Background: an optimization exercise with open tools, aiming at small area and a short achievable clock period. Do not read the settings as production practice.
The RTL was checked by simulation tests, not by an equivalence proof against the original design.
Power and IR drop assume default switching activity.

==> design/flow/design.v <==
module RGB_to_Gray(input CLK, input [7:0] R, input [7:0] G, input [7:0] B, input In_Valid, output reg [7:0] Gray, output reg Out_Valid);
    reg [7:0] r, g, b; reg v0;
    always @(posedge CLK) begin r <= R; g <= G; b <= B; v0 <= In_Valid; end
    wire w8 = ({r[7], r[6], r[5], r[4], r[3], r[2], r[1], r[0]} >= 8'd2);
    wire w9 = ({r[7], r[6], r[5], r[4], r[3], r[2], r[1], r[0]} >= 8'd4);
    wire w10 = ({r[7], r[6], r[5], r[4], r[3], r[2], r[1], r[0]} >= 8'd7);
    wire w11 = ({r[7], r[6], r[5], r[4], r[3], r[2], r[1], r[0]} >= 8'd14);
    wire w12 = ({r[7], r[6], r[5], r[4], r[3], r[2], r[1], r[0]} >= 8'd27);
    wire w13 = ({r[7], r[6], r[5], r[4], r[3], r[2], r[1], r[0]} >= 8'd54);
    wire w14 = ({r[7], r[6], r[5], r[4], r[3], r[2], r[1], r[0]} >= 8'd108);
    wire w15 = ({r[7], r[6], r[5], r[4], r[3], r[2], r[1], r[0]} >= 8'd215);
    wire w24 = ({g[7], g[6], g[5], g[4], g[3], g[2], g[1], g[0]} >= 8'd2);
    wire w25 = ({g[7], g[6], g[5], g[4], g[3], g[2], g[1], g[0]} >= 8'd4);
    wire w26 = ({g[7], g[6], g[5], g[4], g[3], g[2], g[1], g[0]} >= 8'd7);
    wire w27 = ({g[7], g[6], g[5], g[4], g[3], g[2], g[1], g[0]} >= 8'd14);
    wire w28 = ({g[7], g[6], g[5], g[4], g[3], g[2], g[1], g[0]} >= 8'd28);
    wire w29 = ({g[7], g[6], g[5], g[4], g[3], g[2], g[1], g[0]} >= 8'd55);
    wire w30 = ({g[7], g[6], g[5], g[4], g[3], g[2], g[1], g[0]} >= 8'd110);
    wire w31 = ({g[7], g[6], g[5], g[4], g[3], g[2], g[1], g[0]} >= 8'd219);
    wire w41 = ({b[7], b[6], b[5], b[4], b[3], b[2], b[1], b[0]} >= 8'd3);
    wire w42 = ({b[7], b[6], b[5], b[4], b[3], b[2], b[1], b[0]} >= 8'd5);
    wire w43 = ({b[7], b[6], b[5], b[4], b[3], b[2], b[1], b[0]} >= 8'd9);
    wire w44 = ({b[7], b[6], b[5], b[4], b[3], b[2], b[1], b[0]} >= 8'd18);
    wire w45 = ({b[7], b[6], b[5], b[4], b[3], b[2], b[1], b[0]} >= 8'd36);
    wire w46 = ({b[7], b[6], b[5], b[4], b[3], b[2], b[1], b[0]} >= 8'd71);
    wire w47 = ({b[7], b[6], b[5], b[4], b[3], b[2], b[1], b[0]} >= 8'd141);
    wire w48_0, w48_1; ha u48 (r[2], r[1], w48_0, w48_1);
    wire w49_0, w49_1; fa u49 (r[3], r[2], r[1], w49_0, w49_1);
    wire w50_0, w50_1; fa u50 (r[4], r[3], r[2], w50_0, w50_1);
    wire w51_0, w51_1; fa u51 (r[5], r[4], r[3], w51_0, w51_1);
    wire w52_0, w52_1; fa u52 (r[6], r[5], r[4], w52_0, w52_1);
    wire w53_0, w53_1; fa u53 (r[7], r[6], r[5], w53_0, w53_1);
    wire w54_0, w54_1; ha u54 (r[1], r[0], w54_0, w54_1);
    wire w55_0, w55_1; fa u55 (r[0], w48_0, w11, w55_0, w55_1);
    wire w56_0, w56_1; fa u56 (w48_1, w12, w49_0, w56_0, w56_1);
    wire w57_0, w57_1; fa u57 (w49_1, w13, w50_0, w57_0, w57_1);
    wire w58_0, w58_1; fa u58 (w50_1, w14, w51_0, w58_0, w58_1);
    wire w59_0, w59_1; fa u59 (w51_1, w15, w52_0, w59_0, w59_1);
    wire w60_0, w60_1; fa u60 (r[0], w52_1, w53_0, w60_0, w60_1);
    wire w61_0, w61_1; ha u61 (r[0], w9, w61_0, w61_1);
    wire w62_0, w62_1; fa u62 (w54_0, w10, w61_1, w62_0, w62_1);
    wire w63_0, w63_1; fa u63 (w54_1, w55_0, w62_1, w63_0, w63_1);
    wire w64_0, w64_1; fa u64 (w55_1, w56_0, w63_1, w64_0, w64_1);
    wire w65_0, w65_1; fa u65 (w56_1, w57_0, w64_1, w65_0, w65_1);
    wire w66_0, w66_1; fa u66 (w57_1, w58_0, w65_1, w66_0, w66_1);
    wire w67_0, w67_1; fa u67 (w58_1, w59_0, w66_1, w67_0, w67_1);
    wire w68_0, w68_1; fa u68 (p59_1_1, p60_0_1, p67_1_1, w68_0, w68_1);
    wire w69_0, w69_1; ha u69 (g[4], g[0], w69_0, w69_1);
    wire w70_0, w70_1; fa u70 (g[5], g[1], w31, w70_0, w70_1);
    wire w71_0, w71_1; fa u71 (g[6], g[2], g[0], w71_0, w71_1);
    wire w72_0, w72_1; ha u72 (g[0], w26, w72_0, w72_1);
    wire w73_0, w73_1; fa u73 (g[1], w27, w72_1, w73_0, w73_1);
    wire w74_0, w74_1; fa u74 (g[2], w28, w73_1, w74_0, w74_1);
    wire w75_0, w75_1; fa u75 (g[3], w29, w74_1, w75_0, w75_1);
    wire w76_0, w76_1; fa u76 (w69_0, w30, w75_1, w76_0, w76_1);
    wire w77_0, w77_1; fa u77 (w69_1, w70_0, w76_1, w77_0, w77_1);
    wire w78_0, w78_1; fa u78 (p70_1_1, p71_0_1, p77_1_1, w78_0, w78_1);
    wire w79 = ~w8;
    wire w80 = w61_0 & w79;
    wire w81 = ~w24;
    wire w82 = w25 & w81;
    wire w83 = ~w9;
    wire w84 = w62_0 & w83;
    wire w85 = ~w25;
    wire w86 = w72_0 & w85;
    wire w87 = ~w10;
    wire w88 = w63_0 & w87;
    wire w89 = ~w26;
    wire w90 = w73_0 & w89;
    wire w91 = ~w11;
    wire w92 = w64_0 & w91;
    wire w93 = ~w27;
    wire w94 = w74_0 & w93;
    wire w95 = ~w12;
    wire w96 = w65_0 & w95;
    wire w97 = ~w28;
    wire w98 = w75_0 & w97;
    wire w99 = ~w13;
    wire w100 = w66_0 & w99;
    wire w101 = ~w29;
    wire w102 = w76_0 & w101;
    wire w103 = ~w14;
    wire w104 = p67_0_1 & p103_0_1;
    wire w105 = ~w30;
    wire w106 = w77_0 & w105;
    wire w107 = ~w15;
    wire w108 = w68_0 & p107_0_1;
    wire w109 = ~p31_0_1;
    wire w110 = w78_0 & w109;
    wire w111_0, w111_1; ha u111 (r[7], r[6], w111_0, w111_1);
    wire w112_0, w112_1; fa u112 (r[7], r[2], r[0], w112_0, w112_1);
    wire w113_0, w113_1; fa u113 (g[7], g[3], g[1], w113_0, w113_1);
    wire w114_0, w114_1; fa u114 (r[3], r[1], r[0], w114_0, w114_1);
    wire w115_0, w115_1; fa u115 (r[4], r[2], r[1], w115_0, w115_1);
    wire w116_0, w116_1; fa u116 (r[5], r[3], r[2], w116_0, w116_1);
    wire w117_0, w117_1; ha u117 (r[0], g[6], w117_0, w117_1);
    wire w118_0, w118_1; fa u118 (r[6], r[4], r[3], w118_0, w118_1);
    wire w119_0, w119_1; fa u119 (r[1], g[7], g[5], w119_0, w119_1);
    wire w120_0, w120_1; fa u120 (r[7], r[5], r[4], w120_0, w120_1);
    wire w121_0, w121_1; ha u121 (r[2], g[6], w121_0, w121_1);
    wire w122_0, w122_1; fa u122 (r[6], r[5], r[3], w122_0, w122_1);
    wire w123_0, w123_1; ha u123 (g[7], g[6], w123_0, w123_1);
    wire w124_0, w124_1; fa u124 (r[7], r[6], r[4], w124_0, w124_1);
    wire w125_0, w125_1; ha u125 (r[0], g[7], w125_0, w125_1);
    wire w126_0, w126_1; ha u126 (r[7], r[5], w126_0, w126_1);
    wire w127_0, w127_1; ha u127 (r[5], r[2], w127_0, w127_1);
    wire w128_0, w128_1; fa u128 (r[6], r[3], r[2], w128_0, w128_1);
    wire w129_0, w129_1; fa u129 (r[7], r[4], r[3], w129_0, w129_1);
    wire w130_0, w130_1; fa u130 (r[5], r[4], r[1], w130_0, w130_1);
    wire w131_0, w131_1; fa u131 (r[6], r[5], r[2], w131_0, w131_1);
    wire w132_0, w132_1; ha u132 (r[7], r[6], w132_0, w132_1);
    wire w133_0, w133_1; fa u133 (r[1], w111_0, w53_1, w133_0, w133_1);
    wire w134_0, w134_1; fa u134 (g[0], w111_1, w71_1, w134_0, w134_1);
    wire w135_0, w135_1; ha u135 (w112_0, w113_0, w135_0, w135_1);
    wire w136_0, w136_1; fa u136 (g[4], g[2], g[1], w136_0, w136_1);
    wire w137_0, w137_1; fa u137 (w112_1, w113_1, w114_0, w137_0, w137_1);
    wire w138_0, w138_1; fa u138 (g[5], g[3], g[2], w138_0, w138_1);
    wire w139_0, w139_1; fa u139 (g[0], w114_1, w115_0, w139_0, w139_1);
    wire w140_0, w140_1; fa u140 (g[4], g[3], g[1], w140_0, w140_1);
    wire w141_0, w141_1; fa u141 (w117_0, w115_1, w116_0, w141_0, w141_1);
    wire w142_0, w142_1; fa u142 (g[4], g[2], w117_1, w142_0, w142_1);
    wire w143_0, w143_1; fa u143 (w116_1, w118_0, w119_0, w143_0, w143_1);
    wire w144_0, w144_1; fa u144 (g[5], g[3], w121_0, w144_0, w144_1);
    wire w145_0, w145_1; fa u145 (w118_1, w119_1, w120_0, w145_0, w145_1);
    wire w146_0, w146_1; fa u146 (g[4], g[0], w121_1, w146_0, w146_1);
    wire w147_0, w147_1; fa u147 (w123_0, w120_1, w122_0, w147_0, w147_1);
    wire w148_0, w148_1; fa u148 (g[5], g[1], w123_1, w148_0, w148_1);
    wire w149_0, w149_1; fa u149 (w125_0, w122_1, w124_0, w149_0, w149_1);
    wire w150_0, w150_1; fa u150 (r[1], g[6], g[2], w150_0, w150_1);
    wire w151_0, w151_1; fa u151 (w125_1, w126_0, w124_1, w151_0, w151_1);
    wire w152_0, w152_1; fa u152 (r[6], r[2], g[7], w152_0, w152_1);
    wire w153_0, w153_1; fa u153 (g[3], g[0], w126_1, w153_0, w153_1);
    wire w154_0, w154_1; fa u154 (r[7], r[3], r[0], w154_0, w154_1);
    wire w155_0, w155_1; fa u155 (g[4], g[1], g[0], w155_0, w155_1);
    wire w156_0, w156_1; fa u156 (r[4], r[1], r[0], w156_0, w156_1);
    wire w157_0, w157_1; fa u157 (g[5], g[2], g[1], w157_0, w157_1);
    wire w158_0, w158_1; fa u158 (r[1], g[6], g[3], w158_0, w158_1);
    wire w159_0, w159_1; fa u159 (g[2], g[0], w127_0, w159_0, w159_1);
    wire w160_0, w160_1; fa u160 (g[7], g[4], g[3], w160_0, w160_1);
    wire w161_0, w161_1; fa u161 (g[1], w127_1, w128_0, w161_0, w161_1);
    wire w162_0, w162_1; fa u162 (r[0], g[5], g[4], w162_0, w162_1);
    wire w163_0, w163_1; fa u163 (g[2], w128_1, w129_0, w163_0, w163_1);
    wire w164_0, w164_1; fa u164 (g[6], g[5], g[3], w164_0, w164_1);
    wire w165_0, w165_1; fa u165 (g[0], w129_1, w130_0, w165_0, w165_1);
    wire w166_0, w166_1; fa u166 (g[7], g[6], g[4], w166_0, w166_1);
    wire w167_0, w167_1; fa u167 (g[1], w130_1, w131_0, w167_0, w167_1);
    wire w168_0, w168_1; fa u168 (r[3], g[7], g[5], w168_0, w168_1);
    wire w169_0, w169_1; fa u169 (g[2], w132_0, w131_1, w169_0, w169_1);
    wire w170_0, w170_1; fa u170 (r[7], r[4], g[6], w170_0, w170_1);
    wire w171_0, w171_1; ha u171 (g[3], w132_1, w171_0, w171_1);
    wire w172_0, w172_1; ha u172 (r[5], g[7], w172_0, w172_1);
    wire w173_0, w173_1; ha u173 (w133_0, w60_1, w173_0, w173_1);
    wire w174_0, w174_1; fa u174 (w133_1, w135_0, w134_0, w174_0, w174_1);
    wire w175_0, w175_1; fa u175 (w136_0, w135_1, w134_1, w175_0, w175_1);
    wire w176_0, w176_1; fa u176 (w136_1, w138_0, w137_1, w176_0, w176_1);
    wire w177_0, w177_1; fa u177 (w138_1, w140_0, w139_1, w177_0, w177_1);
    wire w178_0, w178_1; fa u178 (w140_1, w142_0, w141_1, w178_0, w178_1);
    wire w179_0, w179_1; fa u179 (w142_1, w144_0, w143_1, w179_0, w179_1);
    wire w180_0, w180_1; fa u180 (w144_1, w146_0, w145_1, w180_0, w180_1);
    wire w181_0, w181_1; fa u181 (w146_1, w148_0, w147_1, w181_0, w181_1);
    wire w182_0, w182_1; fa u182 (w150_0, w148_1, w149_1, w182_0, w182_1);
    wire w183_0, w183_1; fa u183 (w150_1, w152_0, w153_0, w183_0, w183_1);
    wire w184_0, w184_1; fa u184 (w152_1, w154_0, w155_0, w184_0, w184_1);
    wire w185_0, w185_1; fa u185 (w154_1, w155_1, w156_0, w185_0, w185_1);
    wire w186_0, w186_1; fa u186 (w156_1, w157_1, w158_0, w186_0, w186_1);
    wire w187_0, w187_1; fa u187 (w158_1, w160_0, w159_1, w187_0, w187_1);
    wire w188_0, w188_1; fa u188 (w160_1, w162_0, w161_1, w188_0, w188_1);
    wire w189_0, w189_1; fa u189 (w162_1, w164_0, w163_1, w189_0, w189_1);
    wire w190_0, w190_1; fa u190 (w164_1, w166_0, w165_1, w190_0, w190_1);
    wire w191_0, w191_1; fa u191 (w166_1, w168_0, w167_1, w191_0, w191_1);
    wire w192_0, w192_1; fa u192 (w168_1, w170_0, w171_0, w192_0, w192_1);
    wire w193_0, w193_1; fa u193 (g[4], w172_0, w170_1, w193_0, w193_1);
    wire w194_0, w194_1; ha u194 (r[6], g[5], w194_0, w194_1);
    wire w195_0, w195_1; ha u195 (p173_0_1, w110, w195_0, w195_1);
    wire w196_0, w196_1; fa u196 (p173_1_1, p174_0_1, w78_1, w196_0, w196_1);
    wire w197_0, w197_1; fa u197 (w137_0, w174_1, w175_0, w197_0, w197_1);
    wire w198_0, w198_1; fa u198 (w139_0, w175_1, w176_0, w198_0, w198_1);
    wire w199_0, w199_1; fa u199 (w141_0, w176_1, w177_0, w199_0, w199_1);
    wire w200_0, w200_1; fa u200 (w143_0, w177_1, w178_0, w200_0, w200_1);
    wire w201_0, w201_1; fa u201 (w145_0, w178_1, w179_0, w201_0, w201_1);
    wire w202_0, w202_1; fa u202 (w147_0, w179_1, w180_0, w202_0, w202_1);
    wire w203_0, w203_1; fa u203 (w149_0, w180_1, w181_0, w203_0, w203_1);
    wire w204_0, w204_1; fa u204 (w151_0, w181_1, w182_0, w204_0, w204_1);
    wire w205_0, w205_1; fa u205 (w151_1, w183_0, w182_1, w205_0, w205_1);
    wire w206_0, w206_1; fa u206 (w153_1, w184_0, w183_1, w206_0, w206_1);
    wire w207_0, w207_1; fa u207 (w157_0, w184_1, w185_0, w207_0, w207_1);
    wire w208_0, w208_1; fa u208 (w159_0, w185_1, w186_0, w208_0, w208_1);
    wire w209_0, w209_1; fa u209 (w186_1, w161_0, w187_0, w209_0, w209_1);
    wire w210_0, w210_1; fa u210 (w163_0, w187_1, w188_0, w210_0, w210_1);
    wire w211_0, w211_1; fa u211 (w165_0, w188_1, w189_0, w211_0, w211_1);
    wire w212_0, w212_1; fa u212 (w167_0, w189_1, w190_0, w212_0, w212_1);
    wire w213_0, w213_1; fa u213 (w169_0, w190_1, w191_0, w213_0, w213_1);
    wire w214_0, w214_1; fa u214 (w169_1, w192_0, w191_1, w214_0, w214_1);
    wire w215_0, w215_1; fa u215 (w171_1, w193_0, w192_1, w215_0, w215_1);
    wire w216_0, w216_1; fa u216 (w172_1, w194_0, w193_1, w216_0, w216_1);
    wire w217_0, w217_1; fa u217 (r[7], g[6], w194_1, w217_0, w217_1);
    wire w219 = w205_1 & w206_0;
    wire w220 = w206_1 | w207_0;
    wire w221 = w206_1 & w207_0;
    wire w222 = w207_1 | w208_0;
    wire w223 = w207_1 & w208_0;
    wire w224 = w208_1 | w209_0;
    wire w225 = w208_1 & w209_0;
    wire w226 = w209_1 | w210_0;
    wire w227 = w209_1 & w210_0;
    wire w228 = w210_1 | w211_0;
    wire w229 = w210_1 & w211_0;
    wire w230 = w211_1 | w212_0;
    wire w231 = w211_1 & w212_0;
    wire w232 = w212_1 | w213_0;
    wire w233 = w212_1 & w213_0;
    wire w234 = p213_1_1 | p214_0_1;
    wire w235 = p213_1_1 & p214_0_1;
    wire w236 = p214_1_1 | p215_0_1;
    wire w237 = p214_1_1 & p215_0_1;
    wire w238 = p215_1_1 | p216_0_1;
    wire w239 = p215_1_1 & p216_0_1;
    wire w240 = p216_1_1 | p217_0_1;
    wire w241 = p216_1_1 & p217_0_1;
    wire w242 = p217_1_1 | p23_0_1;
    wire w243 = p217_1_1 & p23_0_1;
    wire w244 = w221 | (w220 & w219);
    wire w246 = w225 | (w224 & w223);
    wire w247 = w224 & w222;
    wire w248 = w229 | (w228 & w227);
    wire w249 = w228 & w226;
    wire w250 = w233 | (w232 & w231);
    wire w251 = w232 & w230;
    wire w252 = w237 | (w236 & w235);
    wire w253 = w236 & w234;
    wire w254 = w241 | (w240 & w239);
    wire w255 = w240 & w238;
    wire w258 = w246 | (w247 & w244);
    wire w260 = w231 | (w230 & w248);
    wire w261 = w230 & w249;
    wire w262 = w250 | (w251 & w248);
    wire w263 = w251 & w249;
    wire w264 = w239 | (w238 & w252);
    wire w265 = w238 & w253;
    wire w266 = w254 | (w255 & w252);
    wire w267 = w255 & w253;
    wire w268 = w227 | (w226 & w258);
    wire w270 = w248 | (w249 & w258);
    wire w272 = w260 | (w261 & w258);
    wire w274 = w262 | (w263 & w258);
    wire w276 = w243 | (w242 & w266);
    wire w277 = w242 & w267;
    wire w278 = w235 | (w234 & p274_0_1);
    wire w280 = w252 | (w253 & p274_0_1);
    wire w282 = w264 | (w265 & p274_0_1);
    wire w284 = w266 | (w267 & p274_0_1);
    wire w286 = w276 | (w277 & p274_0_1);
    wire w288 = |{w210_1, w211_1, w212_1, w213_1, w214_1, w215_1, w216_1, w217_1, w211_0, w212_0, w213_0, w214_0, w215_0, w216_0, w217_0, g[7], w268};
    wire w289 = |{w211_1, w212_1, w213_1, w214_1, w215_1, w216_1, w217_1, w212_0, w213_0, w214_0, w215_0, w216_0, w217_0, g[7], w270};
    wire w290 = |{w212_1, w213_1, w214_1, w215_1, w216_1, w217_1, w213_0, w214_0, w215_0, w216_0, w217_0, g[7], w272};
    wire w291 = |{p213_1_1, p214_1_1, p215_1_1, p216_1_1, p217_1_1, p214_0_1, p215_0_1, p216_0_1, p217_0_1, p23_0_1, p274_0_1};
    wire w292 = |{p214_1_1, p215_1_1, p216_1_1, p217_1_1, p215_0_1, p216_0_1, p217_0_1, p23_0_1, w278};
    wire w293 = |{p215_1_1, p216_1_1, p217_1_1, p216_0_1, p217_0_1, p23_0_1, w280};
    wire w294 = |{p216_1_1, p217_1_1, p217_0_1, p23_0_1, w282};
    wire w295 = |{p217_1_1, p23_0_1, w284};
    wire w296 = |{w286};
    wire w297 = ~b[0];
    wire w298 = ~b[1];
    wire w299 = ~b[2];
    wire w300 = ~b[3];
    wire w301 = ~b[4];
    wire w302 = ~b[5];
    wire w303 = ~b[6];
    wire w304 = ~b[7];
    wire w305_0, w305_1; fa u305 (b[6], b[4], b[2], w305_0, w305_1);
    wire w306_0, w306_1; ha u306 (b[7], b[5], w306_0, w306_1);
    wire w307_0, w307_1; ha u307 (b[6], b[4], w307_0, w307_1);
    wire w308_0, w308_1; ha u308 (b[7], b[5], w308_0, w308_1);
    wire w309_0, w309_1; ha u309 (b[4], b[2], w309_0, w309_1);
    wire w310_0, w310_1; fa u310 (b[5], b[3], b[1], w310_0, w310_1);
    wire w311_0, w311_1; fa u311 (w297, w47, w305_0, w311_0, w311_1);
    wire w312_0, w312_1; fa u312 (b[3], w298, w306_0, w312_0, w312_1);
    wire w313_0, w313_1; fa u313 (b[0], w299, w306_1, w313_0, w313_1);
    wire w314_0, w314_1; fa u314 (b[1], w300, w307_1, w314_0, w314_1);
    wire w315_0, w315_1; fa u315 (b[6], b[2], w301, w315_0, w315_1);
    wire w316_0, w316_1; ha u316 (b[2], b[0], w316_0, w316_1);
    wire w317_0, w317_1; fa u317 (b[3], b[1], w44, w317_0, w317_1);
    wire w318_0, w318_1; fa u318 (b[0], w309_0, w45, w318_0, w318_1);
    wire w319_0, w319_1; fa u319 (w309_1, w46, w310_0, w319_0, w319_1);
    wire w320; xn u320 (w310_1, w311_0, w320);
    wire w321 = w310_1 | w311_0;
    wire w322_0, w322_1; fa u322 (w305_1, w312_0, w311_1, w322_0, w322_1);
    wire w323_0, w323_1; fa u323 (w307_0, w312_1, w313_0, w323_0, w323_1);
    wire w324_0, w324_1; fa u324 (w308_0, w313_1, w314_0, w324_0, w324_1);
    wire w325_0, w325_1; fa u325 (w308_1, w315_0, w314_1, w325_0, w325_1);
    wire w326_0, w326_1; ha u326 (b[0], w41, w326_0, w326_1);
    wire w327_0, w327_1; fa u327 (b[1], w42, w326_1, w327_0, w327_1);
    wire w328_0, w328_1; fa u328 (w316_0, w43, w327_1, w328_0, w328_1);
    wire w329_0, w329_1; fa u329 (w316_1, w317_0, w328_1, w329_0, w329_1);
    wire w330_0, w330_1; fa u330 (w317_1, w318_0, w329_1, w330_0, w330_1);
    wire w331_0, w331_1; fa u331 (w318_1, w319_0, w330_1, w331_0, w331_1);
    wire w332_0, w332_1; fa u332 (w319_1, w320, w331_1, w332_0, w332_1);
    wire w333_0, w333_1; fa u333 (p321_0_1, p322_0_1, p332_1_1, w333_0, w333_1);
    wire w334_0, w334_1; fa u334 (p322_1_1, p323_0_1, w333_1, w334_0, w334_1);
    wire w335_0, w335_1; fa u335 (p323_1_1, p324_0_1, w334_1, w335_0, w335_1);
    wire w336_0, w336_1; fa u336 (p324_1_1, p325_0_1, w335_1, w336_0, w336_1);
    wire w337 = ~w42;
    wire w338 = w328_0 & w337;
    wire w339 = w338 & w288;
    wire w340 = ~p339_0_1;
    wire w341 = ~w43;
    wire w342 = w329_0 & w341;
    wire w343 = w342 & w289;
    wire w344 = ~p343_0_1;
    wire w345 = ~w44;
    wire w346 = w330_0 & w345;
    wire w347 = p346_0_1 & p290_0_1;
    wire w348 = ~w347;
    wire w349 = ~w45;
    wire w350 = w331_0 & w349;
    wire w351 = p350_0_1 & w291;
    wire w352 = ~w351;
    wire w353 = ~w46;
    wire w354 = w332_0 & w353;
    wire w355 = p354_0_1 & w292;
    wire w356 = ~w355;
    wire w357 = ~w47;
    wire w358 = w333_0 & p357_0_1;
    wire w359 = w358 & w293;
    wire w360 = ~w359;
    wire w361 = w334_0 & w294;
    wire w362 = ~w361;
    wire w363 = w335_0 & w295;
    wire w364 = ~w363;
    wire w365 = w336_0 & w296;
    wire w366 = ~w365;
    wire w367_0, w367_1; fa u367 (b[7], b[3], w302, w367_0, w367_1);
    wire w368_0, w368_1; ha u368 (w297, w315_1, w368_0, w368_1);
    wire w369_0, w369_1; ha u369 (b[4], w303, w369_0, w369_1);
    wire w370_0, w370_1; ha u370 (b[7], b[5], w370_0, w370_1);
    wire w371_0, w371_1; ha u371 (b[6], b[1], w371_0, w371_1);
    wire w372_0, w372_1; ha u372 (b[7], b[2], w372_0, w372_1);
    wire w373_0, w373_1; fa u373 (w367_0, w368_0, w325_1, w373_0, w373_1);
    wire w374_0, w374_1; fa u374 (w298, w369_0, w367_1, w374_0, w374_1);
    wire w375_0, w375_1; ha u375 (w368_1, w197_0, w375_0, w375_1);
    wire w376_0, w376_1; fa u376 (b[5], w304, w299, w376_0, w376_1);
    wire w377_0, w377_1; fa u377 (w369_1, w197_1, w198_0, w377_0, w377_1);
    wire w378_0, w378_1; fa u378 (b[6], w300, w198_1, w378_0, w378_1);
    wire w379 = ~w199_0;
    wire w380_0, w380_1; fa u380 (b[7], w301, w297, w380_0, w380_1);
    wire w381_0, w381_1; ha u381 (w199_1, w200_0, w381_0, w381_1);
    wire w382_0, w382_1; fa u382 (w302, w298, w200_1, w382_0, w382_1);
    wire w383_0, w383_1; fa u383 (b[0], w303, w299, w383_0, w383_1);
    wire w384_0, w384_1; fa u384 (b[1], w304, w300, w384_0, w384_1);
    wire w385_0, w385_1; fa u385 (b[2], b[0], w301, w385_0, w385_1);
    wire w386_0, w386_1; ha u386 (w203_1, w204_0, w386_0, w386_1);
    wire w387_0, w387_1; fa u387 (b[3], b[1], w302, w387_0, w387_1);
    wire w388; xn u388 (w204_1, w205_0, w388);
    wire w389 = w204_1 | w205_0;
    wire w390_0, w390_1; fa u390 (b[4], b[2], w303, w390_0, w390_1);
    wire w391_0, w391_1; fa u391 (w297, w206_0, w205_1, w391_0, w391_1);
    wire w392_0, w392_1; fa u392 (b[5], b[3], w304, w392_0, w392_1);
    wire w393_0, w393_1; fa u393 (w298, w207_0, w206_1, w393_0, w393_1);
    wire w394_0, w394_1; fa u394 (b[6], b[4], w299, w394_0, w394_1);
    wire w395; xn u395 (w207_1, w208_0, w395);
    wire w396 = w207_1 | w208_0;
    wire w397_0, w397_1; fa u397 (b[0], w300, w370_0, w397_0, w397_1);
    wire w398; xn u398 (w208_1, w209_0, w398);
    wire w399 = w208_1 | w209_0;
    wire w400_0, w400_1; fa u400 (w301, w370_1, w371_0, w400_0, w400_1);
    wire w401; xn u401 (w209_1, w210_0, w401);
    wire w402 = w209_1 | w210_0;
    wire w403_0, w403_1; fa u403 (w302, w371_1, w372_0, w403_0, w403_1);
    wire w404; xn u404 (w210_1, w211_0, w404);
    wire w405 = w210_1 | w211_0;
    wire w406_0, w406_1; fa u406 (b[3], w303, w372_1, w406_0, w406_1);
    wire w407; xn u407 (w211_1, w212_0, w407);
    wire w408 = w211_1 | w212_0;
    wire w409_0, w409_1; fa u409 (b[4], w304, w212_1, w409_0, w409_1);
    wire w410 = ~w213_0;
    wire w411_0, w411_1; ha u411 (b[5], w213_1, w411_0, w411_1);
    wire w412_0, w412_1; ha u412 (p38_0_1, p215_0_1, w412_0, w412_1);
    wire w413_0, w413_1; ha u413 (p39_0_1, p216_0_1, w413_0, w413_1);
    wire w414_0, w414_1; ha u414 (w80, w338, w414_0, w414_1);
    wire w415_0, w415_1; fa u415 (w82, w84, w342, w415_0, w415_1);
    wire w416_0, w416_1; fa u416 (p86_0_1, p88_0_1, p346_0_1, w416_0, w416_1);
    wire w417_0, w417_1; fa u417 (p90_0_1, p92_0_1, p350_0_1, w417_0, w417_1);
    wire w418_0, w418_1; fa u418 (p94_0_1, p96_0_1, p354_0_1, w418_0, w418_1);
    wire w419_0, w419_1; fa u419 (p98_0_1, p100_0_1, w358, w419_0, w419_1);
    wire w420_0, w420_1; fa u420 (p102_0_1, w104, w334_0, w420_0, w420_1);
    wire w421_0, w421_1; fa u421 (p106_0_1, w108, w335_0, w421_0, w421_1);
    wire w422_0, w422_1; fa u422 (w68_1, w195_0, w336_0, w422_0, w422_1);
    wire w423_0, w423_1; fa u423 (p373_0_1, w196_0, w195_1, w423_0, w423_1);
    wire w424_0, w424_1; fa u424 (w374_0, w373_1, w375_0, w424_0, w424_1);
    wire w425_0, w425_1; fa u425 (w376_0, w374_1, w375_1, w425_0, w425_1);
    wire w426_0, w426_1; fa u426 (w376_1, w379, w377_1, w426_0, w426_1);
    wire w427_0, w427_1; fa u427 (w380_0, w199_0, w378_1, w427_0, w427_1);
    wire w428_0, w428_1; fa u428 (w380_1, w201_0, w381_1, w428_0, w428_1);
    wire w429_0, w429_1; fa u429 (w383_0, w201_1, w202_0, w429_0, w429_1);
    wire w430_0, w430_1; fa u430 (w383_1, w384_0, w202_1, w430_0, w430_1);
    wire w431_0, w431_1; fa u431 (w384_1, w385_0, w386_0, w431_0, w431_1);
    wire w432_0, w432_1; fa u432 (w385_1, w387_0, w388, w432_0, w432_1);
    wire w433_0, w433_1; fa u433 (w387_1, w390_0, w389, w433_0, w433_1);
    wire w434_0, w434_1; fa u434 (w390_1, w392_0, w393_0, w434_0, w434_1);
    wire w435_0, w435_1; fa u435 (w392_1, w394_0, w395, w435_0, w435_1);
    wire w436_0, w436_1; fa u436 (w394_1, w397_0, w396, w436_0, w436_1);
    wire w437_0, w437_1; fa u437 (w397_1, w400_0, w399, w437_0, w437_1);
    wire w438_0, w438_1; fa u438 (w400_1, w403_0, w402, w438_0, w438_1);
    wire w439_0, w439_1; fa u439 (w403_1, w406_0, w405, w439_0, w439_1);
    wire w440_0, w440_1; fa u440 (w406_1, w410, w408, w440_0, w440_1);
    wire w441_0, w441_1; fa u441 (w214_0, w213_0, w411_0, w441_0, w441_1);
    wire w442_0, w442_1; fa u442 (p214_1_1, w412_0, p411_1_1, w442_0, w442_1);
    wire w443_0, w443_1; fa u443 (p215_1_1, w413_0, w412_1, w443_0, w443_1);
    wire w444_0, w444_1; fa u444 (p217_0_1, p216_1_1, w413_1, w444_0, w444_1);
    wire w445_0, w445_1; ha u445 (p23_0_1, p217_1_1, w445_0, w445_1);
    wire w446_0, w446_1; ha u446 (p414_0_1, w340, w446_0, w446_1);
    wire w447_0, w447_1; fa u447 (p414_1_1, p415_0_1, w344, w447_0, w447_1);
    wire w448_0, w448_1; fa u448 (p415_1_1, w416_0, w348, w448_0, w448_1);
    wire w449_0, w449_1; fa u449 (w416_1, w352, w417_0, w449_0, w449_1);
    wire w450_0, w450_1; fa u450 (w417_1, w356, w418_0, w450_0, w450_1);
    wire w451_0, w451_1; fa u451 (w418_1, w360, w419_0, w451_0, w451_1);
    wire w452_0, w452_1; fa u452 (w419_1, w362, w420_0, w452_0, w452_1);
    wire w453_0, w453_1; fa u453 (w420_1, w364, w421_0, w453_0, w453_1);
    wire w454_0, w454_1; fa u454 (w421_1, w366, w422_0, w454_0, w454_1);
    wire w455_0, w455_1; fa u455 (w423_0, w336_1, w422_1, w455_0, w455_1);
    wire w456_0, w456_1; fa u456 (p424_0_1, w196_1, w423_1, w456_0, w456_1);
    wire w457_0, w457_1; fa u457 (w377_0, w424_1, w425_0, w457_0, w457_1);
    wire w458_0, w458_1; fa u458 (p378_0_1, p425_1_1, p426_0_1, w458_0, w458_1);
    wire w459_0, w459_1; fa u459 (w381_0, w426_1, w427_0, w459_0, w459_1);
    wire w460_0, w460_1; fa u460 (w382_0, w427_1, w428_0, w460_0, w460_1);
    wire w461_0, w461_1; fa u461 (w382_1, w429_0, w428_1, w461_0, w461_1);
    wire w462_0, w462_1; fa u462 (w203_0, w429_1, w430_0, w462_0, w462_1);
    wire w463; xn u463 (w430_1, w431_0, w463);
    wire w464 = w430_1 | w431_0;
    wire w465_0, w465_1; fa u465 (w386_1, w432_0, w431_1, w465_0, w465_1);
    wire w466_0, w466_1; fa u466 (w391_0, w432_1, w433_0, w466_0, w466_1);
    wire w467_0, w467_1; fa u467 (w391_1, w433_1, w434_0, w467_0, w467_1);
    wire w468_0, w468_1; fa u468 (w393_1, w435_0, w434_1, w468_0, w468_1);
    wire w469_0, w469_1; fa u469 (w398, w435_1, w436_0, w469_0, w469_1);
    wire w470_0, w470_1; fa u470 (w436_1, w401, w437_0, w470_0, w470_1);
    wire w471_0, w471_1; fa u471 (w404, w437_1, w438_0, w471_0, w471_1);
    wire w472_0, w472_1; fa u472 (w407, w438_1, w439_0, w472_0, w472_1);
    wire w473_0, w473_1; fa u473 (w409_0, w439_1, w440_0, w473_0, w473_1);
    wire w474_0, w474_1; fa u474 (w409_1, w440_1, w441_0, w474_0, w474_1);
    wire w475; xn u475 (p441_1_1, w442_0, w475);
    wire w476 = p441_1_1 | w442_0;
    wire w477; xn u477 (w443_0, w442_1, w477);
    wire w478 = w443_0 | w442_1;
    wire w479; xn u479 (w444_0, w443_1, w479);
    wire w480 = w444_0 | w443_1;
    wire w481; xn u481 (w445_0, w444_1, w481);
    wire w482 = w445_0 | w444_1;
    wire w483 = ~w445_1;
    wire w484 = w446_1 | w447_0;
    wire w485 = w446_1 & w447_0;
    wire w486 = w447_1 | w448_0;
    wire w487 = w447_1 & w448_0;
    wire w488 = w448_1 | w449_0;
    wire w489 = w448_1 & w449_0;
    wire w490 = w449_1 | w450_0;
    wire w491 = w449_1 & w450_0;
    wire w492 = w450_1 | w451_0;
    wire w493 = w450_1 & w451_0;
    wire w494 = w451_1 | w452_0;
    wire w495 = w451_1 & w452_0;
    wire w496 = w452_1 | w453_0;
    wire w497 = w452_1 & w453_0;
    wire w498 = w453_1 | w454_0;
    wire w499 = w453_1 & w454_0;
    wire w500 = w454_1 | w455_0;
    wire w501 = w454_1 & w455_0;
    wire w502 = w455_1 | w456_0;
    wire w503 = w455_1 & w456_0;
    wire w504 = w456_1 | p457_0_1;
    wire w505 = w456_1 & p457_0_1;
    wire w506 = p457_1_1 | w458_0;
    wire w507 = p457_1_1 & w458_0;
    wire w508 = w458_1 | p459_0_1;
    wire w509 = w458_1 & p459_0_1;
    wire w510 = p459_1_1 | p460_0_1;
    wire w511 = p459_1_1 & p460_0_1;
    wire w512 = p460_1_1 | p461_0_1;
    wire w513 = p460_1_1 & p461_0_1;
    wire w514 = w461_1 | w462_0;
    wire w515 = w461_1 & w462_0;
    wire w516 = w462_1 | w463;
    wire w517 = w462_1 & w463;
    wire w518 = w464 | w465_0;
    wire w519 = w464 & w465_0;
    wire w520 = p465_1_1 | p466_0_1;
    wire w521 = p465_1_1 & p466_0_1;
    wire w522 = w466_1 | w467_0;
    wire w523 = w466_1 & w467_0;
    wire w524 = p467_1_1 | p468_0_1;
    wire w525 = p467_1_1 & p468_0_1;
    wire w526 = p468_1_1 | p469_0_1;
    wire w527 = p468_1_1 & p469_0_1;
    wire w528 = w469_1 | w470_0;
    wire w529 = w469_1 & w470_0;
    wire w530 = w470_1 | w471_0;
    wire w531 = w470_1 & w471_0;
    wire w532_0, w532_1; ha u532 (p471_1_1, p472_0_1, w532_0, w532_1);
    wire w533_0, w533_1; ha u533 (p472_1_1, p473_0_1, w533_0, w533_1);
    wire w534_0, w534_1; ha u534 (p473_1_1, p474_0_1, w534_0, w534_1);
    wire w535_0, w535_1; ha u535 (p474_1_1, w475, w535_0, w535_1);
    wire w536_0, w536_1; ha u536 (w476, w477, w536_0, w536_1);
    wire w537_0, w537_1; ha u537 (w478, w479, w537_0, w537_1);
    wire w538_0, w538_1; ha u538 (w480, w481, w538_0, w538_1);
    wire w539_0, w539_1; ha u539 (w482, w483, w539_0, w539_1);
    wire w540 = p531_0_1 | (p530_0_1 & p529_0_1);
    wire w541 = p530_0_1 & p528_0_1;
    wire w542 = w527 | (w526 & w525);
    wire w543 = w526 & w524;
    wire w544 = w540 | (w541 & w542);
    wire w545 = w541 & w543;
    wire w546 = p523_0_1 | (p522_0_1 & w521);
    wire w547 = p522_0_1 & w520;
    wire w548 = w546 | (w547 & p519_0_1);
    wire w549 = w547 & p518_0_1;
    wire w550 = w544 | (w545 & w548);
    wire w551 = w545 & w549;
    wire w552 = w517 | (w516 & w515);
    wire w553 = p516_0_1 & p514_0_1;
    wire w554 = p552_0_1 | (w553 & w513);
    wire w555 = w553 & w512;
    wire w556 = w511 | (w510 & w509);
    wire w557 = w510 & w508;
    wire w558 = w556 | (w557 & w507);
    wire w559 = w557 & w506;
    wire w560 = w554 | (w555 & w558);
    wire w561 = w555 & w559;
    wire w562 = w550 | (w551 & w560);
    wire w563 = w551 & w561;
    wire w564 = w505 | (w504 & w503);
    wire w565 = w504 & w502;
    wire w566 = w564 | (w565 & w501);
    wire w567 = w565 & w500;
    wire w568 = w499 | (w498 & w497);
    wire w569 = w498 & w496;
    wire w570 = w568 | (w569 & w495);
    wire w571 = w569 & w494;
    wire w572 = w566 | (w567 & w570);
    wire w573 = w567 & w571;
    wire w574 = w493 | (w492 & w491);
    wire w575 = w492 & w490;
    wire w576 = w574 | (w575 & w489);
    wire w577 = w575 & w488;
    wire w578 = w487 | (w486 & w485);
    wire w579 = w486 & w484;
    wire w580 = w578 | (w579 & w446_0);
    wire w581 = w576 | (w577 & w580);
    wire w583 = w572 | (w573 & w581);
    wire w585 = w562 | (w563 & w583);
    wire w587 = p532_1_1 | (p532_0_1 & p585_0_1);
    wire w588 = p533_1_1 | (p533_0_1 & w587);
    wire w590 = w535_1 | (w535_0 & w534_1);
    wire w591 = p535_0_1 & p534_0_1;
    wire w592 = p537_1_1 | (p537_0_1 & p536_1_1);
    wire w593 = p537_0_1 & p536_0_1;
    wire w596 = p534_1_1 | (p534_0_1 & w588);
    wire w598 = p590_0_1 | (w591 & w588);
    wire w600 = p538_1_1 | (p538_0_1 & w592);
    wire w601 = p538_0_1 & w593;
    wire w604 = p536_1_1 | (p536_0_1 & w598);
    wire w606 = w592 | (w593 & w598);
    wire w608 = w600 | (w601 & w598);
    wire w612; xr u612 (p532_0_1, p585_0_1, w612);
    wire w613; xr u613 (p533_0_1, w587, w613);
    wire w614; xr u614 (p534_0_1, w588, w614);
    wire w615; xr u615 (p535_0_1, w596, w615);
    wire w616; xr u616 (p536_0_1, w598, w616);
    wire w617; xr u617 (p537_0_1, w604, w617);
    wire w618; xr u618 (p538_0_1, w606, w618);
    wire w619; xr u619 (p539_0_1, w608, w619);
    reg p23_0_1;
    reg p38_0_1;
    reg p39_0_1;
    reg p59_1_1;
    reg p60_0_1;
    reg p67_1_1;
    reg p31_0_1;
    reg p70_1_1;
    reg p71_0_1;
    reg p77_1_1;
    reg p67_0_1;
    reg p103_0_1;
    reg p107_0_1;
    reg p173_0_1;
    reg p173_1_1;
    reg p174_0_1;
    reg p213_1_1;
    reg p214_0_1;
    reg p214_1_1;
    reg p215_0_1;
    reg p215_1_1;
    reg p216_0_1;
    reg p216_1_1;
    reg p217_0_1;
    reg p217_1_1;
    reg p274_0_1;
    reg p321_0_1;
    reg p322_0_1;
    reg p332_1_1;
    reg p322_1_1;
    reg p323_0_1;
    reg p323_1_1;
    reg p324_0_1;
    reg p324_1_1;
    reg p325_0_1;
    reg p339_0_1;
    reg p343_0_1;
    reg p346_0_1;
    reg p290_0_1;
    reg p350_0_1;
    reg p354_0_1;
    reg p357_0_1;
    reg p86_0_1;
    reg p88_0_1;
    reg p90_0_1;
    reg p92_0_1;
    reg p94_0_1;
    reg p96_0_1;
    reg p98_0_1;
    reg p100_0_1;
    reg p102_0_1;
    reg p106_0_1;
    reg p373_0_1;
    reg p411_1_1;
    reg p414_0_1;
    reg p414_1_1;
    reg p415_0_1;
    reg p415_1_1;
    reg p424_0_1;
    reg p378_0_1;
    reg p425_1_1;
    reg p426_0_1;
    reg p441_1_1;
    reg p457_0_1;
    reg p457_1_1;
    reg p459_0_1;
    reg p459_1_1;
    reg p460_0_1;
    reg p460_1_1;
    reg p461_0_1;
    reg p465_1_1;
    reg p466_0_1;
    reg p467_1_1;
    reg p468_0_1;
    reg p468_1_1;
    reg p469_0_1;
    reg p471_1_1;
    reg p472_0_1;
    reg p472_1_1;
    reg p473_0_1;
    reg p473_1_1;
    reg p474_0_1;
    reg p474_1_1;
    reg p531_0_1;
    reg p530_0_1;
    reg p529_0_1;
    reg p528_0_1;
    reg p523_0_1;
    reg p522_0_1;
    reg p519_0_1;
    reg p518_0_1;
    reg p516_0_1;
    reg p514_0_1;
    reg p552_0_1;
    reg p532_1_1;
    reg p532_0_1;
    reg p585_0_1;
    reg p533_1_1;
    reg p533_0_1;
    reg p535_0_1;
    reg p534_1_1;
    reg p534_0_1;
    reg p537_1_1;
    reg p537_0_1;
    reg p536_1_1;
    reg p536_0_1;
    reg p590_0_1;
    reg p538_1_1;
    reg p538_0_1;
    reg p539_0_1;
    always @(posedge CLK) begin
        p23_0_1 <= g[7];
        p38_0_1 <= b[6];
        p39_0_1 <= b[7];
        p59_1_1 <= w59_1;
        p60_0_1 <= w60_0;
        p67_1_1 <= w67_1;
        p31_0_1 <= w31;
        p70_1_1 <= w70_1;
        p71_0_1 <= w71_0;
        p77_1_1 <= w77_1;
        p67_0_1 <= w67_0;
        p103_0_1 <= w103;
        p107_0_1 <= w107;
        p173_0_1 <= w173_0;
        p173_1_1 <= w173_1;
        p174_0_1 <= w174_0;
        p213_1_1 <= w213_1;
        p214_0_1 <= w214_0;
        p214_1_1 <= w214_1;
        p215_0_1 <= w215_0;
        p215_1_1 <= w215_1;
        p216_0_1 <= w216_0;
        p216_1_1 <= w216_1;
        p217_0_1 <= w217_0;
        p217_1_1 <= w217_1;
        p274_0_1 <= w274;
        p321_0_1 <= w321;
        p322_0_1 <= w322_0;
        p332_1_1 <= w332_1;
        p322_1_1 <= w322_1;
        p323_0_1 <= w323_0;
        p323_1_1 <= w323_1;
        p324_0_1 <= w324_0;
        p324_1_1 <= w324_1;
        p325_0_1 <= w325_0;
        p339_0_1 <= w339;
        p343_0_1 <= w343;
        p346_0_1 <= w346;
        p290_0_1 <= w290;
        p350_0_1 <= w350;
        p354_0_1 <= w354;
        p357_0_1 <= w357;
        p86_0_1 <= w86;
        p88_0_1 <= w88;
        p90_0_1 <= w90;
        p92_0_1 <= w92;
        p94_0_1 <= w94;
        p96_0_1 <= w96;
        p98_0_1 <= w98;
        p100_0_1 <= w100;
        p102_0_1 <= w102;
        p106_0_1 <= w106;
        p373_0_1 <= w373_0;
        p411_1_1 <= w411_1;
        p414_0_1 <= w414_0;
        p414_1_1 <= w414_1;
        p415_0_1 <= w415_0;
        p415_1_1 <= w415_1;
        p424_0_1 <= w424_0;
        p378_0_1 <= w378_0;
        p425_1_1 <= w425_1;
        p426_0_1 <= w426_0;
        p441_1_1 <= w441_1;
        p457_0_1 <= w457_0;
        p457_1_1 <= w457_1;
        p459_0_1 <= w459_0;
        p459_1_1 <= w459_1;
        p460_0_1 <= w460_0;
        p460_1_1 <= w460_1;
        p461_0_1 <= w461_0;
        p465_1_1 <= w465_1;
        p466_0_1 <= w466_0;
        p467_1_1 <= w467_1;
        p468_0_1 <= w468_0;
        p468_1_1 <= w468_1;
        p469_0_1 <= w469_0;
        p471_1_1 <= w471_1;
        p472_0_1 <= w472_0;
        p472_1_1 <= w472_1;
        p473_0_1 <= w473_0;
        p473_1_1 <= w473_1;
        p474_0_1 <= w474_0;
        p474_1_1 <= w474_1;
        p531_0_1 <= w531;
        p530_0_1 <= w530;
        p529_0_1 <= w529;
        p528_0_1 <= w528;
        p523_0_1 <= w523;
        p522_0_1 <= w522;
        p519_0_1 <= w519;
        p518_0_1 <= w518;
        p516_0_1 <= w516;
        p514_0_1 <= w514;
        p552_0_1 <= w552;
        p532_1_1 <= w532_1;
        p532_0_1 <= w532_0;
        p585_0_1 <= w585;
        p533_1_1 <= w533_1;
        p533_0_1 <= w533_0;
        p535_0_1 <= w535_0;
        p534_1_1 <= w534_1;
        p534_0_1 <= w534_0;
        p537_1_1 <= w537_1;
        p537_0_1 <= w537_0;
        p536_1_1 <= w536_1;
        p536_0_1 <= w536_0;
        p590_0_1 <= w590;
        p538_1_1 <= w538_1;
        p538_0_1 <= w538_0;
        p539_0_1 <= w539_0;
    end
    reg v1; always @(posedge CLK) v1 <= v0;
    reg v2; always @(posedge CLK) v2 <= v1;
    always @(posedge CLK) begin Gray <= {w619, w618, w617, w616, w615, w614, w613, w612}; Out_Valid <= v2; end
endmodule
module fa(input a, input b, input c, output s, output co);
    assign s = a ^ b ^ c;
    assign co = (a & b) | (a & c) | (b & c);
endmodule
module ha(input a, input b, output s, output co);
    assign s = a ^ b;
    assign co = a & b;
endmodule
module xr(input a, input b, output y);
    assign y = a ^ b;
endmodule
module xn(input a, input b, output y);
    assign y = ~(a ^ b);
endmodule
module ao(input g1, input p1, input g0, output y);
    assign y = g1 | (p1 & g0);
endmodule
module an2(input a, input b, output y);
    assign y = a & b;
endmodule
module or2(input a, input b, output y);
    assign y = a | b;
endmodule
==> design/flow/flow/run.sh <==
#!/bin/bash
# Standard ORFS layout with the standard synthesis unchanged. Port buffers are
# sky130_fd_sc_hd__buf_2, and timing repair is asked to reach a setup slack of
# 11.95 ns at the design's own clock period and constraints.
set -euo pipefail
export SETUP_SLACK_MARGIN=11.95
export BUFFER_PORTS_ARGS="-buffer_cell sky130_fd_sc_hd__buf_2"
bash standard.sh synth > synth.log 2>&1
bash standard.sh > layout.log 2>&1
==> design/flow/standard.sh <==
#!/bin/bash
# synth_recipe.tcl (not shown) runs the flow's synth.tcl, then flattens the netlist and writes it again
# the make line also repeats each setting of config.mk as NAME=value (left out here)
make -C /OpenROAD-flow-scripts/flow DESIGN_CONFIG=/design/flow/config.mk WORK_HOME=/design/flow/orfs CLKGATE_MAP_FILE= SYNTH_SCRIPT=/design/flow/synth_recipe.tcl "${@:-finish}"
==> design/flow/config.mk <==
export PLATFORM = sky130hd
export DESIGN_NAME = RGB_to_Gray
export DESIGN_NICKNAME = RGB_to_Gray
export VERILOG_FILES = /design/flow/design.v
export SDC_FILE = /design/flow/constraint.sdc
export NUM_CORES = 8
export LEC_CHECK = 0
export CAP_MARGIN = 20
export CORE_MARGIN = 2
export CORE_UTILIZATION = 75
export PLACE_DENSITY = 0.85
export SLEW_MARGIN = 20
export SYNTH_HIERARCHICAL = 1
export SYNTH_MINIMUM_KEEP_SIZE = 0
==> design/flow/constraint.sdc <==
create_clock -name core_clock -period 16.0 [get_ports {CLK}]
set_input_delay 3.2000 -clock core_clock [delete_from_list [all_inputs] [get_ports {CLK}]]
set_output_delay 3.2000 -clock core_clock [all_outputs]
set_load 0.01 [all_outputs]
==> summary.txt, run 1 <==
status no timing/DRC/antenna violations; combinational power share between 50% and 60%; min Tclk post-route 4.23 ns; Synth warnings 7; Worst-Skew Late Latency 0.42 ns; hpwl dp 16200 um; Pwr Density 207 nW/um^2; Crit. End Element register; final setup TNS 0 ns; pin count of the biggest net entering global routing 17; global routing usage on met1 48.4%; vias in the first global route slightly below 7000; Sw Ratio between 40% and 50%; flop2flop setup slack about 12 ns; Net Switching 0.927 mW; I/O Buffers 34; global-route met3 utilization a little under a tenth; synth-to-layout area growth 16.3%; drt total wl ~27000 um; Pwr Total roughly 2.2 mW; leading area contributor after synthesis fa_1; die height 116 um; hold buffer count at CTS 0; Post-Syn Area roughly 9400 um^2; synth cell count leaders 221 x fa_1, 146 x dfxtp_1, 47 x ha_1, 26 x inv_1; core area 12100 um^2; Std-Cell Rows 40; Final Skew 0.00808 ns; DRT iter0 DRCs 854; Cells after Synth about 650; maximum vdd drop 0.000166 V; Min-Delay Path Class register to register; synthesized flop and latch total 146; met2 Track Usage GR roughly 70%; Post-synth EDFFs 0; Flop pwr share 25.6%; Area contributors post-synth fa_1 47%, dfxtp_1 31%, ha_1 6.3%; Slew Limit Fails 0; maximum fanout along the worst path 8; vias approximately 6500; CTS tree yes; Total GRT Usage between 40% and 50%; Achievable Freq approximately 240 MHz; RSZ-0062 raised after global routing yes; share of cells above drive strength 1 23.5%; max-cap check violation count 0; residual DRC count 0; drt wl/cell 29.8 um; WS Path Type register to register; Slew @ Worst Pin 1.12 ns; H-tree level count 4; period utilization 26.4%; ANT cells 0; worst relative slew slack around a quarter; ANT nets after route 0; Mapped Nets 947; Worst Path Required between 15 and 20 ns; Routability Congestion 0.901; CTS Buf Count 17; Vias/cell around 7.0; startpoint types register; clk buf depth 2; P_leak 4.46 nW; crit path DAT 4.54 ns; gr busiest metal met2; clk root buf clkbuf_16; Reg clk slew, reported paths roughly 0.06 ns; starting density of the core 77.3%; gr ovfl total 0; Clock Power Share 19.3%; sequential area share after synthesis ~31%; antenna violations before repair 0; # nets final 1035; Synth cell types 43; final hold vios 0; Pre-antenna DRT Iters 8; Setup violations, final 0; die width 116 um; first-pass GRT wire length 38700 um; io pins 35; synthesized area per cell 14.3 um^2; FILL cells 441; Post-synth ARST share 0%; internal power 1.32 mW; most numerous cell in the Yosys netlist fa_1; Die ar. 13400 um^2; Yosys top cell area share 47.2%; Primary FF master, synth dfxtp_1; clock sinks around 150
power by group through the flow:
stage	sequential (mW)	clock, mW	combinational (mW)
2_1_floorplan	0.557	0	0.727
3_3_place_gp	0.569	0	0.954
3_5_place_dp	0.575	0	1.04
4_1_cts	0.567	0.435	1.11
5_1_grt	0.585	0.452	1.31
6_report	0.574	0.434	1.24
modules after synthesis (local to each module, per instance):
module       cell area, um^2  cells inside  times used  flip-flops and latches
xr                      8.76             1           8                       0
ha                      12.5             1          47                       0
RGB_to_Gray             4180           365           1                     146
fa                      20.0             1         221                       0
xn                      8.76             1          12                       0
placed cells by master (no fill, tap or decap), types with 12 or more instances in the layout:
cell       synthesis  layout
fa_2               0      13
ha_1              47      47
inv_1             26      22
buf_2              0      30
xnor2_1           12      12
buf_4              0      32
nand2_1           24      24
nor2_1            24      24
fa_1             221     208
dfxtp_4            0      16
dfxtp_1          146     122
a21oi_1           15      14
clkbuf_16          0      17
or2_2             18      18
critical path, stage by stage, from the launching register on:
cell     delay [ns]
dfxtp_4        0.45
fa_2           0.50
fa_1           0.43
fa_1           0.51
fa_1           0.49
or2_2          0.38
fa_1           0.55
fa_1           0.47
or2_2          0.32
cell type report:
| class | count | area, um^2 | share of cell area (%) |
|---|---|---|---|
| Multi-Input combinational cell | 481 | 6440 | 59.1 |
| Sequential cell | 146 | 2990 | 27.5 |
| Timing Repair Buffer | 69 | 487 | 4.47 |
| Clock buffer | 19 | 453 | 4.16 |
| Tap cell | 168 | 210 | 1.93 |
| Clock inverter | 13 | 199 | 1.83 |
| Inverter | 26 | 109 | 1.00 |
stage by stage:
step | hold WS (ns) | cells | setup WS [ns] | instance area [um^2] | utilization [%]
after global routing | 0.331 | 922 | 11.78 | 10900 | 89.9
final | 0.327 | 922 | 11.77 | 10900 | 89.9
after detailed placement | 0.317 | 855 | 11.53 | 9750 | 80.5
after CTS | 0.330 | 908 | 11.89 | 10700 | 88.0
after floorplan | 0.310 | 653 | 11.95 | 9370 | -
after global placement | 0.310 | 855 | 11.72 | 9750 | 80.5
per-layer routing:
layer	routed length, um	up-vias
li1	-	2355
met1	8300	3177
met2	13100	673
met3	2980	249
met4	3030	0
met5	0	-
what timing repair did:
| item | CTS | global route |
|---|---|---|
| setup endpoints to repair | 47 | 25 |
| resized for setup | 34 | 35 |
| pin swaps | 1 | 3 |
| setup buffers | 21 | 14 |
flip-flops by register name, indices dropped and copies added (netlist names), 8 cells and up:
signal	flops
g	8
r	8
Gray	8
b	8
worst paths after layout:
path / endpoint / cells after the start / startpoint
min: v2$_DFF_P_ / 0 / v1$_DFF_P_
max: p530_0_1$_DFF_P_ / 8 / r[6]$_DFF_P_
min reg2reg: v2$_DFF_P_ / 0 / v1$_DFF_P_
max reg2reg: p530_0_1$_DFF_P_ / 8 / r[6]$_DFF_P_
cells by family after synthesis:
logic type	Yosys count	synth area share, %
xor+xnor	20	1.87
compound gates	73	5.37
fa+ha+maj	277	54.6
other cells	1	0.0400
buf+inv	26	1.04
simple gates	110	5.91
flops	146	31.2
==> inputs of run 2 (changes only) <==
--- a/design/flow/config.mk
+++ b/design/flow/config.mk
@@ -9,4 +9,3 @@
 export CORE_MARGIN = 2
-export CORE_UTILIZATION = 75
-export PLACE_DENSITY = 0.85
+export CORE_UTILIZATION = 40
 export SLEW_MARGIN = 20
==> summary.txt, run 2 <==
Pre-antenna DRT Iters 4 (-4); synthesized area per cell 14.3 um^2 (unchanged); pin count of the biggest net entering global routing 17 (unchanged); mux share of post-synthesis cell area 0% (unchanged); H-tree level count 4 (unchanged); worst relative slew slack 43.6% (+18 points); synth cell count leaders 221 x fa_1, 146 x dfxtp_1, 47 x ha_1, 26 x inv_1; Pwr Total 2.02 mW (-10%); io pins 35 (unchanged); Std-Cell Rows 55 (+38%); internal power 1.24 mW (-6.1%); Synth warnings 7 (unchanged); Sw Ratio 38.5% (-2.8 points); FILL cells 1991 (+350%); Cells after Synth 653 (unchanged); most numerous cell in the Yosys netlist fa_1; P_leak 4.45 nW (-0.41%); cell count of the worst hold path 0 (unchanged); Final Skew 0.0210 ns (+0.0130 ns); final std cells w/o fill 1065 (+16%); post-synthesis compound-gate area fraction 5.37% (unchanged); RSZ-0062 raised after global routing yes; Worst Path Required 16.36 ns (+0.05 ns); Post-synth ARST share 0% (unchanged); die width 157 um (+36%); Post-Syn Area 9360 um^2 (unchanged); Slew Limit Fails 0 (unchanged); ANT cells 0 (unchanged); Mapped Nets 947 (unchanged); flop2flop setup slack 11.93 ns (+0.16 ns); maximum fanout along the worst path 10 (+2); Hold EP Out_Valid$_DFF_P_; Reg clk slew, reported paths 0.06 ns (about the same); combinational power share 50.8% (-4.3 points); share of cells above drive strength 1 20.6% (-2.9 points); ANT nets after route 0 (unchanged); hpwl dp 15700 um (-3.4%); crit path DAT 4.43 ns (-0.11 ns); final setup TNS 0 ns (unchanged); commonest non-fill, non-tap cells in the layout 219 x fa_1, 125 x dfxtp_1, 47 x ha_1; hold buffer count at CTS 0 (unchanged); Yosys top cell area share 47.2% (unchanged); drt total wl 20500 um (-25%); maximum vdd drop 0.0000918 V (-45%); synthesized flop and latch total 146 (unchanged); Routability Congestion 0.863 (-4.2%); synth-to-layout area growth 16.8%; clk buf depth 2 (unchanged); Total GRT Usage 18.4% (-23 points); xor/xnor cell area share of the yosys netlist 1.87% (unchanged); Worst R2R End p354_0_1$_DFF_P_; antenna violations before repair 0 (unchanged); core area 22800 um^2 (+88%); WS Path Type register to register; starting density of the core 41.1% (-36 points); Min-Delay Path Class register to register; FF+latch area 2990 um^2 (-0.13%); Vias/cell 4.96 (-29%); sequential area share after synthesis 31.2% (unchanged); final cell area excluding filler cells 10900 um^2 (+0.43%); Slew @ Worst Pin 0.845 ns (-0.273 ns); DP Area 9930 um^2 (+1.9%); gr ovfl total 0 (unchanged); Flop pwr share 27.9% (+2.3 points); CTS Buf Count 17 (unchanged); Min-Delay Startpoint v2$_DFF_P_; r2r startpoint b[6]$_DFF_P_; drt wl/cell 19.2 um (-35%); multi-input logic area 6370 um^2 (-1.0%); commonest non-fill, non-tap cell in the layout fa_1; die height 157 um (+36%); CTS tree yes; status no timing/DRC/antenna violations; clk root buf clkbuf_16; Reg2Reg Depth 12 (+4); startpoint types register; Clock Power Share 21.3% (+2.0 points); Synth cell types 43 (unchanged); period utilization 25.4% (-1.0 points); final hold vios 0 (unchanged); I/O Buffers 34 (unchanged); Pwr Density 184 nW/um^2 (-11%); max-cap check violation count 0 (unchanged); Primary FF master, synth dfxtp_1; min Tclk post-route 4.07 ns (-0.165 ns); vias 5284 (-18%); DRT iter0 DRCs 296 (-65%); largest family of logic cells by synthesized area adder cells; Achievable Freq 246 MHz (+4.0%); vias in the first global route 6054 (-11%); Worst-Skew Late Latency 0.44 ns (+0.02 ns); Die ar. 24700 um^2 (+84%); first-pass GRT wire length 33100 um (-14%); Net Switching 0.776 mW (-16%); residual DRC count 0 (unchanged); Synth Area in Simple Gates 5.91% (unchanged); Post-synth EDFFs 0 (unchanged); clock sinks 146 (unchanged); placed cells 1000 (+17%); Final Util 48.0% (-42 points); Area contributors post-synth fa_1 47%, dfxtp_1 31%, ha_1 6.3%; leading area contributor after synthesis fa_1; Setup violations, final 0 (unchanged); Crit. End Element register; # nets final 1033 (-0.19%); Post-Synth Adder-Cell Area 54.6% (unchanged)
run 2: cell counts after synthesis:
No cell type changed its count.
run 2: power groups by stage:
stage	clock network (mW)	registers (mW)	logic, mW
2_1_floorplan	0	0.557	0.727
3_3_place_gp	0	0.573	0.970
3_5_place_dp	0	0.576	1.00
4_1_cts	0.440	0.566	1.02
5_1_grt	0.457	0.575	1.17
6_report	0.430	0.562	1.02
run 2: cell type report:
class | count | area share [%]
Inverter | 26 | 0.996
Timing Repair Buffer | 67 | 3.99
Clock inverter | 15 | 1.93
Clock buffer | 17 | 3.89
Multi-Input combinational cell | 481 | 58.3
Sequential cell | 146 | 27.3
Tap cell | 313 | 3.58
run 2: logic make-up after synthesis:
group                      Yosys count
adders and majority gates          277
DFF                                146
and+or+nand+nor                    110
AOI/OAI and AO/OA                   73
buffers and inverters               26
xor gates and xnor gates            20
other                                1
run 2: timing repair:
item / CTS / global route
resized for setup: 28 / 16
setup endpoints to repair: 41 / 22
buffers inserted: 9 / 24
pin swaps: 0 / 1
run 2: Yosys stat by module (local to each module, per instance):
| module | area (um^2) | cells | flip-flops and latches |
|---|---|---|---|
| RGB_to_Gray | 4180 | 365 | 146 |
| fa | 20.0 | 1 | 0 |
| ha | 12.5 | 1 | 0 |
| xn | 8.76 | 1 | 0 |
| xr | 8.76 | 1 | 0 |
run 2: how the worst max path moves through the flow:
stage,to,cells past startpoint,startpoint,slack (ns)
3_3_place_gp,p354_0_1$_DFF_P_,12,b[4]$_DFF_P_,11.62
4_1_cts,p354_0_1$_DFF_P_,12,b[5]$_DFF_P_,11.91
6_report,p354_0_1$_DFF_P_,12,b[6]$_DFF_P_,11.93
2_1_floorplan,p528_0_1$_DFF_P_,8,r[5]$_DFF_P_,11.95
5_1_grt,p354_0_1$_DFF_P_,12,b[6]$_DFF_P_,11.70
3_5_place_dp,p354_0_1$_DFF_P_,12,b[4]$_DFF_P_,11.56
run 2: stage by stage:
step                      setup WS [ns]  hold WS [ns]
after global placement            11.62         0.313
final                             11.93         0.329
after global routing              11.70         0.343
after floorplan                   11.95         0.310
after detailed placement          11.56         0.313
after CTS                         11.91         0.330
run 2: layer usage:
layer  global-route usage (%)  routed length (um)  share of wire (%)
met1                     22.9                8480                 41
met4                     5.85                 374                1.8
met3                     3.85                 742                3.6
met2                     32.1               10900                 53
met5                        0                   0                  0
run 2: critical path, stage by stage (launching register included):
cell,delay (ns)
dfxtp_2,0.46
nor3_4,0.20
nand2_1,0.11
a2111o_1,0.39
ha_1,0.20
fa_1,0.38
fa_1,0.41
fa_1,0.40
fa_1,0.41
fa_1,0.40
fa_1,0.49
inv_1,0.04
nor2_1,0.11
==> inputs of run 3 (changes only) <==
==> design/flow/flow/run.sh (replaced) <==
#!/bin/bash
# Standard ORFS layout with the standard synthesis unchanged. Port buffers are
# sky130_fd_sc_hd__buf_2, and timing repair is asked to reach a setup slack of
# 11.90 ns at the design's own clock period and constraints.
set -euo pipefail
export SETUP_SLACK_MARGIN=11.90
export BUFFER_PORTS_ARGS="-buffer_cell sky130_fd_sc_hd__buf_2"
bash standard.sh synth > synth.log 2>&1
bash standard.sh > layout.log 2>&1
--- a/design/flow/config.mk
+++ b/design/flow/config.mk
@@ -9,3 +9,5 @@
 export CORE_MARGIN = 2
-export CORE_UTILIZATION = 40
+export CORE_UTILIZATION = 60
+export CTS_BUF_LIST = sky130_fd_sc_hd__clkbuf_8
+export PLACE_DENSITY = 0.75
 export SLEW_MARGIN = 20
==> summary.txt, run 3 <==
status no timing/DRC/antenna violations; residual DRC count 0 (unchanged); Synth cell types 43 (unchanged); Achievable Freq 244 MHz (-0.82%); Worst-Skew Late Latency 0.47 ns (+0.03 ns); commonest non-fill, non-tap cells in the layout 220 x fa_1, 124 x dfxtp_1, 47 x ha_1; Crit path max-delay family flip-flops; clock sinks 146 (unchanged); hold slack 0.331 ns (+0.00280 ns); Reg clk slew, reported paths 0.08 ns (+0.02 ns); synth-to-layout area growth 12.9%; WS Path Type register to primary output; mux share of post-synthesis cell area 0% (unchanged); crit path DAT 0.90 ns (-3.53 ns); drt wl/cell 20.5 um (+6.9%); vias in the first global route 6005 (-0.81%); Post-synth EDFFs 0 (unchanged); synth cell count leaders 221 x fa_1, 146 x dfxtp_1, 47 x ha_1, 26 x inv_1; RSZ-0062 raised after global routing yes; # nets final 1039 (+0.58%); final std cells w/o fill 947 (-11%); Primary FF master, synth dfxtp_1; Min-Delay Startpoint v1$_DFF_P_; Routability Congestion 0.905 (+4.9%); clk buf depth 2 (unchanged); DRT iter0 DRCs 305 (+3.0%); xor/xnor cell area share of the yosys netlist 1.87% (unchanged); antenna violations before repair 0 (unchanged); Worst R2R End p585_0_1$_DFF_P_; post-synthesis compound-gate area fraction 5.37% (unchanged); Reg2Reg Depth 9 (-3); Area contributors post-synth fa_1 47%, dfxtp_1 31%, ha_1 6.3%; flop2flop setup slack 12.01 ns (+0.08 ns); period utilization 25.6% (+0.21 points); final setup TNS 0 ns (unchanged); Min-Delay Path Class register to register; Worst Path Required 12.80 ns (-3.56 ns); Total GRT Usage 26.2% (+7.8 points); Vias/cell 5.69 (+15%); most numerous cell in the Yosys netlist fa_1; synthesized flop and latch total 146 (unchanged); Mapped Nets 947 (unchanged); Cells after Synth 653 (unchanged); Buf/Inv on CP 1 (unchanged); vias 5391 (+2.0%); worst relative slew slack 42.9% (-0.70 points); CTS tree yes; Slew Limit Fails 0 (unchanged); Setup violations, final 0 (unchanged)
[run 3: cells by family after synthesis]
family,count (synthesis)
AOI/OAI and AO/OA,73
xor gates and xnor gates,20
adders and majority gates,277
buffers and inverters,26
DFF,146
other,1
and+or+nand+nor,110
[run 3: worst max-delay path by stage]
stage / from / end / slack [ns] / depth (start not counted)
finish: Gray[6]$_DFF_P_ / Gray[6] / 11.90 / 1
global route: Gray[2]$_DFF_P_ / Gray[2] / 11.84 / 1
CTS: Gray[6]$_DFF_P_ / Gray[6] / 11.86 / 1
detailed placement: r[7]$_DFF_P_ / p518_0_1$_DFF_P_ / 11.57 / 8
global placement: r[7]$_DFF_P_ / p518_0_1$_DFF_P_ / 11.67 / 8
floorplan: r[7]$_DFF_P_ / p518_0_1$_DFF_P_ / 11.91 / 8
[run 3: area by class of cell]
| cell class | instances | area (um^2) | area share (%) |
|---|---|---|---|
| repair buffers | 73 | 492 | 4.65 |
| clock buffers | 18 | 248 | 2.34 |
| clock inverters | 14 | 144 | 1.36 |
| flip-flops and latches | 146 | 2980 | 28.2 |
| multi-input cells | 481 | 6370 | 60.2 |
| well taps | 188 | 235 | 2.22 |
| diodes | 1 | 2.50 | 0.0237 |
| inverters | 26 | 108 | 1.02 |
[run 3: through the flow]
stage	utilization (%)	power, mW	setup WS (ns)	cell area [um^2]
3_5_place_dp	64.3	1.57	11.57	9780
4_1_cts	67.4	1.87	11.86	10300
6_report	69.6	1.87	11.90	10600
3_3_place_gp	64.3	1.51	11.67	9780
2_1_floorplan	-	1.28	11.91	9370
5_1_grt	69.6	2.05	11.84	10600
[run 3: modules after synthesis, one instance, submodules excluded]
| module | copies in the design | area, um^2 | cells inside | flip-flops and latches |
|---|---|---|---|---|
| RGB_to_Gray | 1 | 4180 | 365 | 146 |
| fa | 221 | 20.0 | 1 | 0 |
| ha | 47 | 12.5 | 1 | 0 |
| xn | 12 | 8.76 | 1 | 0 |
| xr | 8 | 8.76 | 1 | 0 |
[run 3: where the power goes]
group / total (mW) / switching (mW) / leakage, nW / internal [mW]
clock: 0.285 / 0.153 / 0.198 / 0.132
sequential: 0.561 / 0.0717 / 1.23 / 0.490
combinational: 1.03 / 0.526 / 2.94 / 0.500
total: 1.87 / 0.751 / 4.36 / 1.12
[run 3: repair_timing]
action / in CTS / in global routing
endpoints found under the setup margin: 38 / 21
gates cloned: 0 / 0
resized for setup: 25 / 18
hold buffers: 0 / 0
buffers inserted: 4 / 34
[run 3: metal layers]
metal,wire length (um),track usage [%],part of all wire [%]
met3,993,7.28,5.1
met2,9890,42.9,51
met4,714,12.0,3.7
met1,7850,33.0,40
met5,0,0,0

re-timing with driven ports:
The results above use ideal ports. As a check the final layouts listed here were re-extracted and re-timed, cells and wires unchanged.
Step 1 assumes that a clkbuf_16 drives the clock port and a buf_2 every other input.
Step 2 also shifts input and output timing later by t, the mid clock arrival at the registers, as if the neighbouring blocks saw the same clock.
Slacks: no drivers / after step 1 / after step 2; pairs: no drivers / after step 1.
run	t (ns)	setup slack, ns
run 1	0.463	11.768 / 11.768 / 11.768
run 2	0.478	11.933 / 11.895 / 11.933
run 3	0.504	11.900 / 11.860 / 12.007
After both steps every run listed still meets setup and hold.
